From an optimization exercise on the open Yosys and OpenROAD flow, aimed at small area; shortcuts taken in it are not production practice. RTL that was checked went through simulation tests only; none was proved equivalent to the original. The clock input has no modelled driver; a real chip could not lean on it and would need a root buffer or a full tree. Power and IR drop assume default switching activity.

Setup of JK:
==> flow/design.v <==
module ir_encoder (
    input wire rst,         
    input wire clk,         
    input wire [31:0] cmd,  
    input wire valid,       
    output wire ready,      
    output reg ir_output    
);
localparam [8:0] CC_X = 9'd37;
localparam [8:0] CC_K = 9'h1f6;    
localparam [8:0] CC_R = 9'd75;     
reg  [8:0] cc;
reg        car;
wire       cc_end = ((cc ^ CC_X) & CC_K) == 9'd0;
always @(posedge clk or posedge rst) begin
    if (rst) begin
        cc  <= CC_R;
        car <= 1'b0;
    end else begin
        cc  <= {cc[7:0], cc[8] ^ cc[3] ^ cc_end};
        car <= car ^ cc_end;
    end
end
localparam [16:0] M_P  = 17'h15555;   
localparam [16:0] M_S0 = 17'd69568;
localparam [16:0] E_START = 17'd92158, K_START = 17'h1bfff;  
localparam [16:0] E_SHORT = 17'd5462,  K_SHORT = 17'h1db1e;  
localparam [16:0] E_LONG  = 17'd99312, K_LONG  = 17'h1dbbf;  
localparam [16:0] E_GAP   = 17'd50310, K_GAP   = 17'h1ddef;  
reg  [16:0] mq;
wire [16:0] m = mq ^ M_P;
reg        mod, nst, ngap;         
wire       st  = ~nst;
wire       gap = ~ngap;
assign ready = ~(nst | ngap);
reg [32:0] q;                    
wire last  = ~|q[32:1];          
wire bitv  = ~q[0];              
wire jdone = ~q[3] & q[2];       
wire t_start = ((m ^ E_START) & K_START) == 17'd0;
wire t_short = ((m ^ E_SHORT) & K_SHORT) == 17'd0;
wire t_long  = ((m ^ E_LONG)  & K_LONG)  == 17'd0;
wire t_gap   = ((m ^ E_GAP)   & K_GAP)   == 17'd0;
wire t  = st ? t_start : gap ? t_gap : (mod | ~bitv) ? t_short : t_long;
wire sh = t & ~mod & ~st;        
wire        sa     = sh;
wire        ho     = ~ready & ~sh;
wire [32:0] q_sh   = {gap & ~q[0], q[32:1]};
wire        nready = ~ready;
wire [32:0] q_nx;
genvar i;
generate
    for (i = 0; i < 32; i = i + 1) begin : g_r
        ir_encoder_rbit u_rbit (
            .nready(nready), .sa(sa), .ho(ho),
            .ld(cmd[i]),
            .sh_in(q_sh[i]), .hold_in(q[i]),
            .q_nx(q_nx[i])
        );
    end
endgenerate
assign q_nx[32] = ~nready | (sa & q_sh[32]) | (ho & q[32]);
wire        m_clr  = ready | t;
wire        m_nclr = ~m_clr;
wire [16:0] m_in   = {m[15:0], m[16] ^ m[2]} ^ M_P;    
wire [16:0] mq_nx;
generate
    for (i = 0; i < 17; i = i + 1) begin : g_m
        if (((M_S0 ^ M_P) >> i) & 1) begin : g_set
            ir_encoder_stage1 u_st (.nclr(m_nclr), .dn(~m_in[i]), .y(mq_nx[i]));
        end else begin : g_rst
            ir_encoder_stage0 u_st (.clr(m_clr), .dn(~m_in[i]), .y(mq_nx[i]));
        end
    end
endgenerate
always @(posedge clk or posedge rst) begin
    if (rst) begin
        nst       <= 1'b0;
        ngap      <= 1'b0;
        ir_output <= 1'b0;
    end else begin
        nst       <= ~(ready | (st & ~(t & ~mod)) | (gap & t & jdone));
        ngap      <= ~(ready ? ~valid : (gap | (t & ~st & ~mod & last)));
        ir_output <= mod & car;
    end
end
always @(posedge clk) begin
    mq  <= mq_nx;
    mod <= ready ? valid : (t ? (~mod & ~gap & (st | ~last)) : mod);
    q   <= q_nx;
end
endmodule
module ir_encoder_rbit (
    input  wire nready,
    input  wire sa,
    input  wire ho,
    input  wire ld,
    input  wire sh_in,
    input  wire hold_in,
    output wire q_nx
);
    assign q_nx = ~((nready | ld) & ~((sa & sh_in) | (ho & hold_in)));
endmodule
module ir_encoder_stage0 (
    input  wire clr,
    input  wire dn,
    output wire y
);
    assign y = ~(clr | dn);
endmodule
module ir_encoder_stage1 (
    input  wire nclr,
    input  wire dn,
    output wire y
);
    assign y = ~(nclr & dn);
endmodule
==> flow/config.mk <==
export PLATFORM = sky130hd
export DESIGN_NAME = ir_encoder
export DESIGN_NICKNAME = ir_encoder
export VERILOG_FILES = /design/flow/design.v
export SDC_FILE = /design/flow/constraint.sdc
export NUM_CORES = 4
export LEC_CHECK = 0
export CAP_MARGIN = 20
export CORE_MARGIN = 2
export CORE_UTILIZATION = 40
export PLACE_DENSITY = 0.6
export SLEW_MARGIN = 20
export SYNTH_HIERARCHICAL = 1
==> flow/constraint.sdc <==
create_clock -name core_clock -period 40.0 [get_ports {clk}]
set_input_delay 8.0000 -clock core_clock [delete_from_list [all_inputs] [get_ports {clk}]]
set_output_delay 8.0000 -clock core_clock [all_outputs]
set_load 0.01 [all_outputs]
standard.sh (not shown) runs the stock make flow with config.mk's settings and CLKGATE_MAP_FILE= SYNTH_SCRIPT=/design/flow/synth_recipe.tcl, a recipe that flattens the netlist after the stock synthesis.
==> flow/flow/run.sh <==
#!/bin/bash
set -euo pipefail
here=$(pwd)
export PRE_FLOORPLAN_TCL="$here/flow/downsize.tcl"
export POST_CTS_TCL="$here/flow/post_cts.tcl"
export REMOVE_ABC_BUFFERS=1
export BUFFER_PORTS_ARGS="-buffer_cell sky130_fd_sc_hd__buf_1"
export CTS_ARGS="-sink_clustering_enable -repair_clock_nets -dont_use_dummy_load -buf_list {sky130_fd_sc_hd__clkbuf_2 sky130_fd_sc_hd__clkbuf_4} -root_buf sky130_fd_sc_hd__clkbuf_4"
bash standard.sh > standard.log 2>&1
Other scripts of this flow, unchanged in this note and not shown: flow/flow/downsize.tcl, flow/flow/mytree.tcl, flow/flow/post_cts.tcl
Setup changes, JK to MS
--- a/flow/design.v
+++ b/flow/design.v
@@ -27,25 +27,23 @@
 localparam [16:0] E_SHORT = 17'd5462,  K_SHORT = 17'h1db1e;  
 localparam [16:0] E_LONG  = 17'd99312, K_LONG  = 17'h1dbbf;  
 localparam [16:0] E_GAP   = 17'd50310, K_GAP   = 17'h1ddef;  
 reg  [16:0] mq;
 wire [16:0] m = mq ^ M_P;
-reg        mod, nst, ngap;         
-wire       st  = ~nst;
-wire       gap = ~ngap;
-assign ready = ~(nst | ngap);
+reg        mod, st, gap;
+assign ready = st & gap;
 reg [32:0] q;                    
 wire last  = ~|q[32:1];          
 wire bitv  = ~q[0];              
 wire jdone = ~q[3] & q[2];       
 wire t_start = ((m ^ E_START) & K_START) == 17'd0;
 wire t_short = ((m ^ E_SHORT) & K_SHORT) == 17'd0;
 wire t_long  = ((m ^ E_LONG)  & K_LONG)  == 17'd0;
 wire t_gap   = ((m ^ E_GAP)   & K_GAP)   == 17'd0;
-wire t  = st ? t_start : gap ? t_gap : (mod | ~bitv) ? t_short : t_long;
+wire t  = (st & ~gap) ? t_start : gap ? t_gap : (mod | ~bitv) ? t_short : t_long;
 wire sh = t & ~mod & ~st;        
-wire        sa     = sh;
+wire        sa     = ~ready & sh;
 wire        ho     = ~ready & ~sh;
 wire [32:0] q_sh   = {gap & ~q[0], q[32:1]};
 wire        nready = ~ready;
 wire [32:0] q_nx;
 genvar i;
@@ -73,16 +71,16 @@
         end
     end
 endgenerate
 always @(posedge clk or posedge rst) begin
     if (rst) begin
-        nst       <= 1'b0;
-        ngap      <= 1'b0;
+        st        <= 1'b1;
+        gap       <= 1'b1;
         ir_output <= 1'b0;
     end else begin
-        nst       <= ~(ready | (st & ~(t & ~mod)) | (gap & t & jdone));
-        ngap      <= ~(ready ? ~valid : (gap | (t & ~st & ~mod & last)));
+        st        <= ready | (st & ~(t & ~mod)) | (gap & ~mod & t & jdone);
+        gap       <= ready ? ~valid : (gap | (t & ~st & ~mod & last));
         ir_output <= mod & car;
     end
 end
 always @(posedge clk) begin
     mq  <= mq_nx;
Notes after the runs:
Count of unique library cells instantiated by Yosys: MS vs JK down about 11%
Compared with JK, MS shows a final worst slack that is 0.59 ns lower.
Lower fraction of area in multi-input gates goes to MS over JK.
Going from JK to MS, static leakage power grows by 0.024 nW.
Slew at the pin closest to its max-slew limit on MS is down relative to JK.
Per the comparison of MS with JK, sequential share of power up 1.7 points, combined buffer and inverter count along the critical path up 1, fraction of power spent switching nets down 6.7 points, number of inserted filler cells in the final layout down 21.
Between JK and MS, the flow reports area of the die increasing slightly.
JK vs MS, first element of the critical path: nst vs gap
Cell count (MS over JK): increase, about 0.9%
Comparing JK and MS, the lower part of the total power dissipated in the clock network is on JK.
For JK, only the layout was checked, not whether the RTL still works. In every run of this note, the design's own scripts or RTL, not TritonCTS, make the clock network.

* * *

R:
Another version of the RTL of ir_encoder (not shown whole).
For scale: ~250 cells after synthesis, roughly 65 flip-flops, about 37 I/O pins, ~2900 µm² of cells after synthesis.
==> module ir_encoder, before the edit <==
module ir_encoder (
    input wire rst,         
    input wire clk,         
    input wire [31:0] cmd,  
    input wire valid,       
    output reg ready,       
    output reg ir_output    
);
reg [8:0] cc;
reg       car;
wire cc_end = cc[8] & cc[6] & cc[4] & cc[3] & cc[1];
always @(posedge clk or posedge rst) begin
    if (rst) begin
        cc  <= 9'd0;
        car <= 1'b0;
    end else begin
        cc <= cc_end ? 9'd0 : cc + 9'd1;
        if (cc_end) car <= ~car;
    end
end
reg [16:0] m;
reg        mod, st, gap;
reg [32:0] r;
wire last  = ~|r[32:1];
wire bitv  = r[0] & ~last;
wire jdone = ~r[3] & r[2];       
wire t_start = m[16] & m[15] & m[13] & m[12] & m[10] & m[9] & m[8] & m[6] & m[5] & m[4] & m[2];  
wire t_short = m[13] & m[12] & m[10] & m[9] & m[5] & m[4] & m[3] & m[2] & m[1] & m[0];           
wire t_long  = m[15] & m[13] & m[9] & m[7] & m[5] & m[4] & m[3] & m[2] & m[1] & m[0];            
wire t_gap   = m[16] & m[13] & m[12] & m[8] & m[5] & m[3] & m[2];                                 
wire t  = st ? t_start : gap ? t_gap : (mod | ~bitv) ? t_short : t_long;
wire sh = t & ~mod & ~st;        
always @(posedge clk or posedge rst) begin
    if (rst) begin
        ready     <= 1'b1;
        ir_output <= 1'b0;
    end else begin
        ready     <= ready ? ~valid : (gap & t & jdone);
        ir_output <= mod & car;
    end
end
always @(posedge clk) begin
    m   <= (ready | t) ? 17'd0 : m + 17'd1;
    mod <= ready ? valid : (t ? (~mod & ~gap & (st | ~last)) : mod);
    st  <= ready | (st & ~(t & ~mod));
    gap <= ~ready & (gap | (t & ~st & ~mod & last));
    if (ready)
        r <= {1'b1, cmd};
    else if (sh)
        r <= {gap & ~r[0], r[32:1]};
end
endmodule
clock: 40.0 ns
lec_check: 0
cap_margin: 20
core_margin: 2
core_utilization: 40
place_density: 0.6
slew_margin: 20
run.sh (not shown) runs the stock make flow with config.mk's settings and CLKGATE_MAP_FILE= SYNTH_SCRIPT=/design/flow/synth_recipe.tcl, a recipe that flattens the netlist after the stock synthesis.
Stock flow here: none of the scripts above is used.
Inputs modified between R and P:
==> flow/design.v <==
module ir_encoder (
    input wire rst,         
    input wire clk,         
    input wire [31:0] cmd,  
    input wire valid,       
    output reg ready,       
    output reg ir_output    
);
localparam [8:0] CC_P = 9'h155;    
localparam [8:0] CC_E = 9'h1d9;    
localparam [8:0] CC_K = 9'h1db;    
reg  [8:0] ccq;
reg        car;
wire [8:0] cc     = ccq ^ CC_P;
wire       cc_end = ((cc ^ CC_E) & CC_K) == 9'd0;
always @(posedge clk or posedge rst) begin
    if (rst) begin
        ccq <= 9'd0;
        car <= 1'b0;
    end else begin
        ccq <= cc_end ? 9'd0 : ({cc[7:0], cc[8] ^ cc[4]} ^ CC_P);
        if (cc_end) car <= ~car;
    end
end
localparam [16:0] M_P  = 17'h15555;   
localparam [16:0] M_S0 = 17'd69568;
localparam [16:0] E_START = 17'd92158, K_START = 17'h1bfff;  
localparam [16:0] E_SHORT = 17'd5462,  K_SHORT = 17'h1db1e;  
localparam [16:0] E_LONG  = 17'd99312, K_LONG  = 17'h1dbbf;  
localparam [16:0] E_GAP   = 17'd50310, K_GAP   = 17'h1ddef;  
reg  [16:0] mq;
wire [16:0] m = mq ^ M_P;
reg        mod, st, gap;
reg [32:0] q;                    
wire last  = &q[32:1];           
wire bitv  = ~q[0] & ~last;
wire jdone = q[3] & ~q[2];       
wire t_start = ((m ^ E_START) & K_START) == 17'd0;
wire t_short = ((m ^ E_SHORT) & K_SHORT) == 17'd0;
wire t_long  = ((m ^ E_LONG)  & K_LONG)  == 17'd0;
wire t_gap   = ((m ^ E_GAP)   & K_GAP)   == 17'd0;
wire t  = st ? t_start : gap ? t_gap : (mod | ~bitv) ? t_short : t_long;
wire sh = t & ~mod & ~st;        
wire        sa     = ~ready & sh;
wire        ho     = ~ready & ~sh;
wire [32:0] q_sh   = {~(gap & q[0]), q[32:1]};
wire [32:0] q_keep = ~(({33{sa}} & q_sh) | ({33{ho}} & q));
always @(posedge clk or posedge rst) begin
    if (rst) begin
        ready     <= 1'b1;
        ir_output <= 1'b0;
    end else begin
        ready     <= ready ? ~valid : (gap & t & jdone);
        ir_output <= mod & car;
    end
end
always @(posedge clk) begin
    mq  <= ((ready | t) ? M_S0 : {m[15:0], m[16] ^ m[2]}) ^ M_P;
    mod <= ready ? valid : (t ? (~mod & ~gap & (st | ~last)) : mod);
    st  <= ready | (st & ~(t & ~mod));
    gap <= ~ready & (gap | (t & ~st & ~mod & last));
    q   <= ~(({33{~ready}} | {1'b1, cmd}) & q_keep);
end
endmodule
Results
Measured against R, the met1 routed wirelength after detailed routing of P comes out at 0.883 times the reference value. Count of fill cells added during filler insertion for P is lower than for R. Core utilization: P higher than R. In the tables for R and P, clock share of power reads lower with P. Measured against each other, R and P differ in first-pass GRT wire length, the lower figure coming from P. Summary of P over R: post-layout instance count excluding filler cells fell 34; design area decreased by about 9% relative to the old numbers; static leakage power grew by 0.47 nW.
Function not checked in P: the RTL went through the layout flow alone.

* * *

ir_encoder, a different RTL version from the one above (not shown whole).
Size in the first run: roughly 220 cells after synthesis, about 65 flip-flops, ~37 I/O pins.
==> module ir_encoder, before the edit <==
module ir_encoder (
    input wire rst,         
    input wire clk,         
    input wire [31:0] cmd,  
    input wire valid,       
    output reg ready,       
    output reg ir_output    
);
localparam [8:0] CC_X = 9'd37;
localparam [8:0] CC_K = 9'h1f6;    
localparam [8:0] CC_R = 9'd75;     
reg  [8:0] cc;
reg        car;
wire       cc_end = ((cc ^ CC_X) & CC_K) == 9'd0;
always @(posedge clk or posedge rst) begin
    if (rst) begin
        cc  <= CC_R;
        car <= 1'b0;
    end else begin
        cc  <= {cc[7:0], cc[8] ^ cc[3] ^ cc_end};
        car <= car ^ cc_end;
    end
end
localparam [16:0] M_P  = 17'h15555;   
localparam [16:0] M_S0 = 17'd69568;
localparam [16:0] E_START = 17'd92158, K_START = 17'h1bfff;  
localparam [16:0] E_SHORT = 17'd5462,  K_SHORT = 17'h1db1e;  
localparam [16:0] E_GAP   = 17'd50310, K_GAP   = 17'h1ddef;  
reg  [16:0] mq;
wire [16:0] m = mq ^ M_P;
reg        mod, st, gap;
reg [32:0] q;                    
wire last  = &q[32:1];           
wire bitv  = ~q[0] & ~last;
wire jdone = q[3] & ~q[2];       
wire t_start = ((m ^ E_START) & K_START) == 17'd0;
wire t_short = ((m ^ E_SHORT) & K_SHORT) == 17'd0;
wire t_gap   = ((m ^ E_GAP)   & K_GAP)   == 17'd0;
wire s_start = st & ~gap;               
wire s_gap   = gap & ~st & ~mod;         
wire p0      = ~st & ~mod & ~gap;        
wire p1      = st & gap;                 
wire p2      = mod & gap;                
wire t  = s_start ? t_start : s_gap ? t_gap : t_short;
wire sh = t & ((p0 & ~bitv) | p2 | s_gap);
wire        sa     = ~ready & sh;
wire        ho     = ~ready & ~sh;
wire [32:0] q_sh   = {~(gap & q[0]), q[32:1]};
wire        nready = ~ready;
wire [32:0] q_nx;
genvar i;
generate
    for (i = 0; i < 32; i = i + 1) begin : g_r
        ir_encoder_rbit u_rbit (
            .nready(nready), .sa(sa), .ho(ho),
            .ld(cmd[i]),
            .sh_in(q_sh[i]), .hold_in(q[i]),
            .q_nx(q_nx[i])
        );
    end
endgenerate
assign q_nx[32] = (sa & q_sh[32]) | (ho & q[32]);
always @(posedge clk or posedge rst) begin
    if (rst) begin
        ready     <= 1'b1;
        ir_output <= 1'b0;
    end else begin
        ready     <= ready ? ~valid : (s_gap & t & jdone);
        ir_output <= mod & ~gap & car;
    end
end
always @(posedge clk) begin
    mq  <= ((ready | t) ? M_S0 : {m[15:0], m[16] ^ m[2]}) ^ M_P;
    if (ready) begin
        st  <= 1'b1;
        mod <= valid;
        gap <= 1'b0;
    end else if (t) begin
        st  <= (st & mod) | (p0 & bitv);
        mod <= (st & ~mod & ~gap) | (p0 & ~bitv & ~last) | p1 | p2;
        gap <= (p0 & (bitv | last)) | p1 | s_gap;
    end
    q   <= q_nx;
end
endmodule
clock: 40.0 ns
lec_check: 0
cap_margin: 20
core_margin: 2
core_utilization: 40
place_density: 0.6
slew_margin: 20
synth_hierarchical: 1
standard.sh (not shown) runs the stock make flow with config.mk's settings and CLKGATE_MAP_FILE= SYNTH_SCRIPT=/design/flow/synth_recipe.tcl, a recipe that flattens the netlist after the stock synthesis.
Scripts as last shown in full above: flow/flow/run.sh
Other scripts of this flow, unchanged in this note and not shown: flow/flow/downsize.tcl, flow/flow/mytree.tcl, flow/flow/post_cts.tcl
Edit:
--- a/flow/design.v
+++ b/flow/design.v
@@ -3,7 +3,7 @@
     input wire clk,         
     input wire [31:0] cmd,  
     input wire valid,       
-    output reg ready,       
+    output wire ready,      
     output reg ir_output    
 );
 localparam [8:0] CC_X = 9'd37;
@@ -25,24 +25,22 @@
 localparam [16:0] M_S0 = 17'd69568;
 localparam [16:0] E_START = 17'd92158, K_START = 17'h1bfff;  
 localparam [16:0] E_SHORT = 17'd5462,  K_SHORT = 17'h1db1e;  
+localparam [16:0] E_LONG  = 17'd99312, K_LONG  = 17'h1dbbf;  
 localparam [16:0] E_GAP   = 17'd50310, K_GAP   = 17'h1ddef;  
 reg  [16:0] mq;
 wire [16:0] m = mq ^ M_P;
 reg        mod, st, gap;
+assign ready = st & gap;
 reg [32:0] q;                    
 wire last  = &q[32:1];           
 wire bitv  = ~q[0] & ~last;
 wire jdone = q[3] & ~q[2];       
 wire t_start = ((m ^ E_START) & K_START) == 17'd0;
 wire t_short = ((m ^ E_SHORT) & K_SHORT) == 17'd0;
+wire t_long  = ((m ^ E_LONG)  & K_LONG)  == 17'd0;
 wire t_gap   = ((m ^ E_GAP)   & K_GAP)   == 17'd0;
-wire s_start = st & ~gap;               
-wire s_gap   = gap & ~st & ~mod;         
-wire p0      = ~st & ~mod & ~gap;        
-wire p1      = st & gap;                 
-wire p2      = mod & gap;                
-wire t  = s_start ? t_start : s_gap ? t_gap : t_short;
-wire sh = t & ((p0 & ~bitv) | p2 | s_gap);
+wire t  = (st & ~gap) ? t_start : gap ? t_gap : (mod | ~bitv) ? t_short : t_long;
+wire sh = t & ~mod & ~st;        
 wire        sa     = ~ready & sh;
 wire        ho     = ~ready & ~sh;
 wire [32:0] q_sh   = {~(gap & q[0]), q[32:1]};
@@ -62,24 +60,18 @@
 assign q_nx[32] = (sa & q_sh[32]) | (ho & q[32]);
 always @(posedge clk or posedge rst) begin
     if (rst) begin
-        ready     <= 1'b1;
+        st        <= 1'b1;
+        gap       <= 1'b1;
         ir_output <= 1'b0;
     end else begin
-        ready     <= ready ? ~valid : (s_gap & t & jdone);
-        ir_output <= mod & ~gap & car;
+        st        <= ready | (st & ~(t & ~mod)) | (gap & ~mod & t & jdone);
+        gap       <= ready ? ~valid : (gap | (t & ~st & ~mod & last));
+        ir_output <= mod & car;
     end
 end
 always @(posedge clk) begin
     mq  <= ((ready | t) ? M_S0 : {m[15:0], m[16] ^ m[2]}) ^ M_P;
-    if (ready) begin
-        st  <= 1'b1;
-        mod <= valid;
-        gap <= 1'b0;
-    end else if (t) begin
-        st  <= (st & mod) | (p0 & bitv);
-        mod <= (st & ~mod & ~gap) | (p0 & ~bitv & ~last) | p1 | p2;
-        gap <= (p0 & (bitv | last)) | p1 | s_gap;
-    end
+    mod <= ready ? valid : (t ? (~mod & ~gap & (st | ~last)) : mod);
     q   <= q_nx;
 end
 endmodule
Outcome:
- The new run produced a clean layout
- sequential share of layout area shrinks by 1.0 points
- worst hold slack hardly moves
- global-route usage is higher by 0.72 points
- clock power stays flat
- sequential power goes down by a quarter to a third
- wire length rose by a few percent
- synthesized cell count climbs slightly
- first-iteration DRC count is higher by well over a third
- cell count goes down slightly
- total power falls by a quarter to a third
No run of this note included a check of the RTL's function; only the layout flow was run. No run of this note takes its clock network from TritonCTS; it comes from the design's own scripts or RTL.

re-timing with driven ports:
How much do the figures lean on ideal ports? The routed layouts below were timed once more, with nothing changed but the port constraints.
Step 1 (the two cells are an assumption about what drives the block):
set clk [get_ports {clk}]
set_driving_cell -lib_cell sky130_fd_sc_hd__clkbuf_16 $clk
set_driving_cell -lib_cell sky130_fd_sc_hd__buf_2 [delete_from_list [all_inputs] $clk]
Step 2 moves the port delays by t, midway between the first and last clock arrival at a register: inputs arrive t later, outputs are due t later. That takes back most of the time a late clock gives input paths.
Slacks: ideal / step 1 / step 2; pairs: ideal / step 1.
| run | shift t [ns] | slack for setup (ns) | worst setup path at the end | worst register clock-pin slew, ns |
|---|---|---|---|---|
| JK | 0.461 | 30.692 / 30.666 / 31.127 | register to output | 0.11 / 0.11 |
| MS | 0.445 | 30.102 / 30.078 / 30.522 | register to output | 0.11 / 0.11 |
| R | 0.359 | 29.895 / 29.866 / 30.225 | register to output | 0.07 / 0.07 |
| P | 0.362 | 30.471 / 30.442 / 30.804 | register to output | 0.07 / 0.07 |
| the first run of note 3 | 0.463 | 30.770 / 30.744 / 31.207 | register to output | 0.11 / 0.11 |
| the second run of note 3 | 0.455 | 30.031 / 30.006 / 30.460 | register to output | 0.11 / 0.11 |
After both steps setup and hold are still met in every run listed.
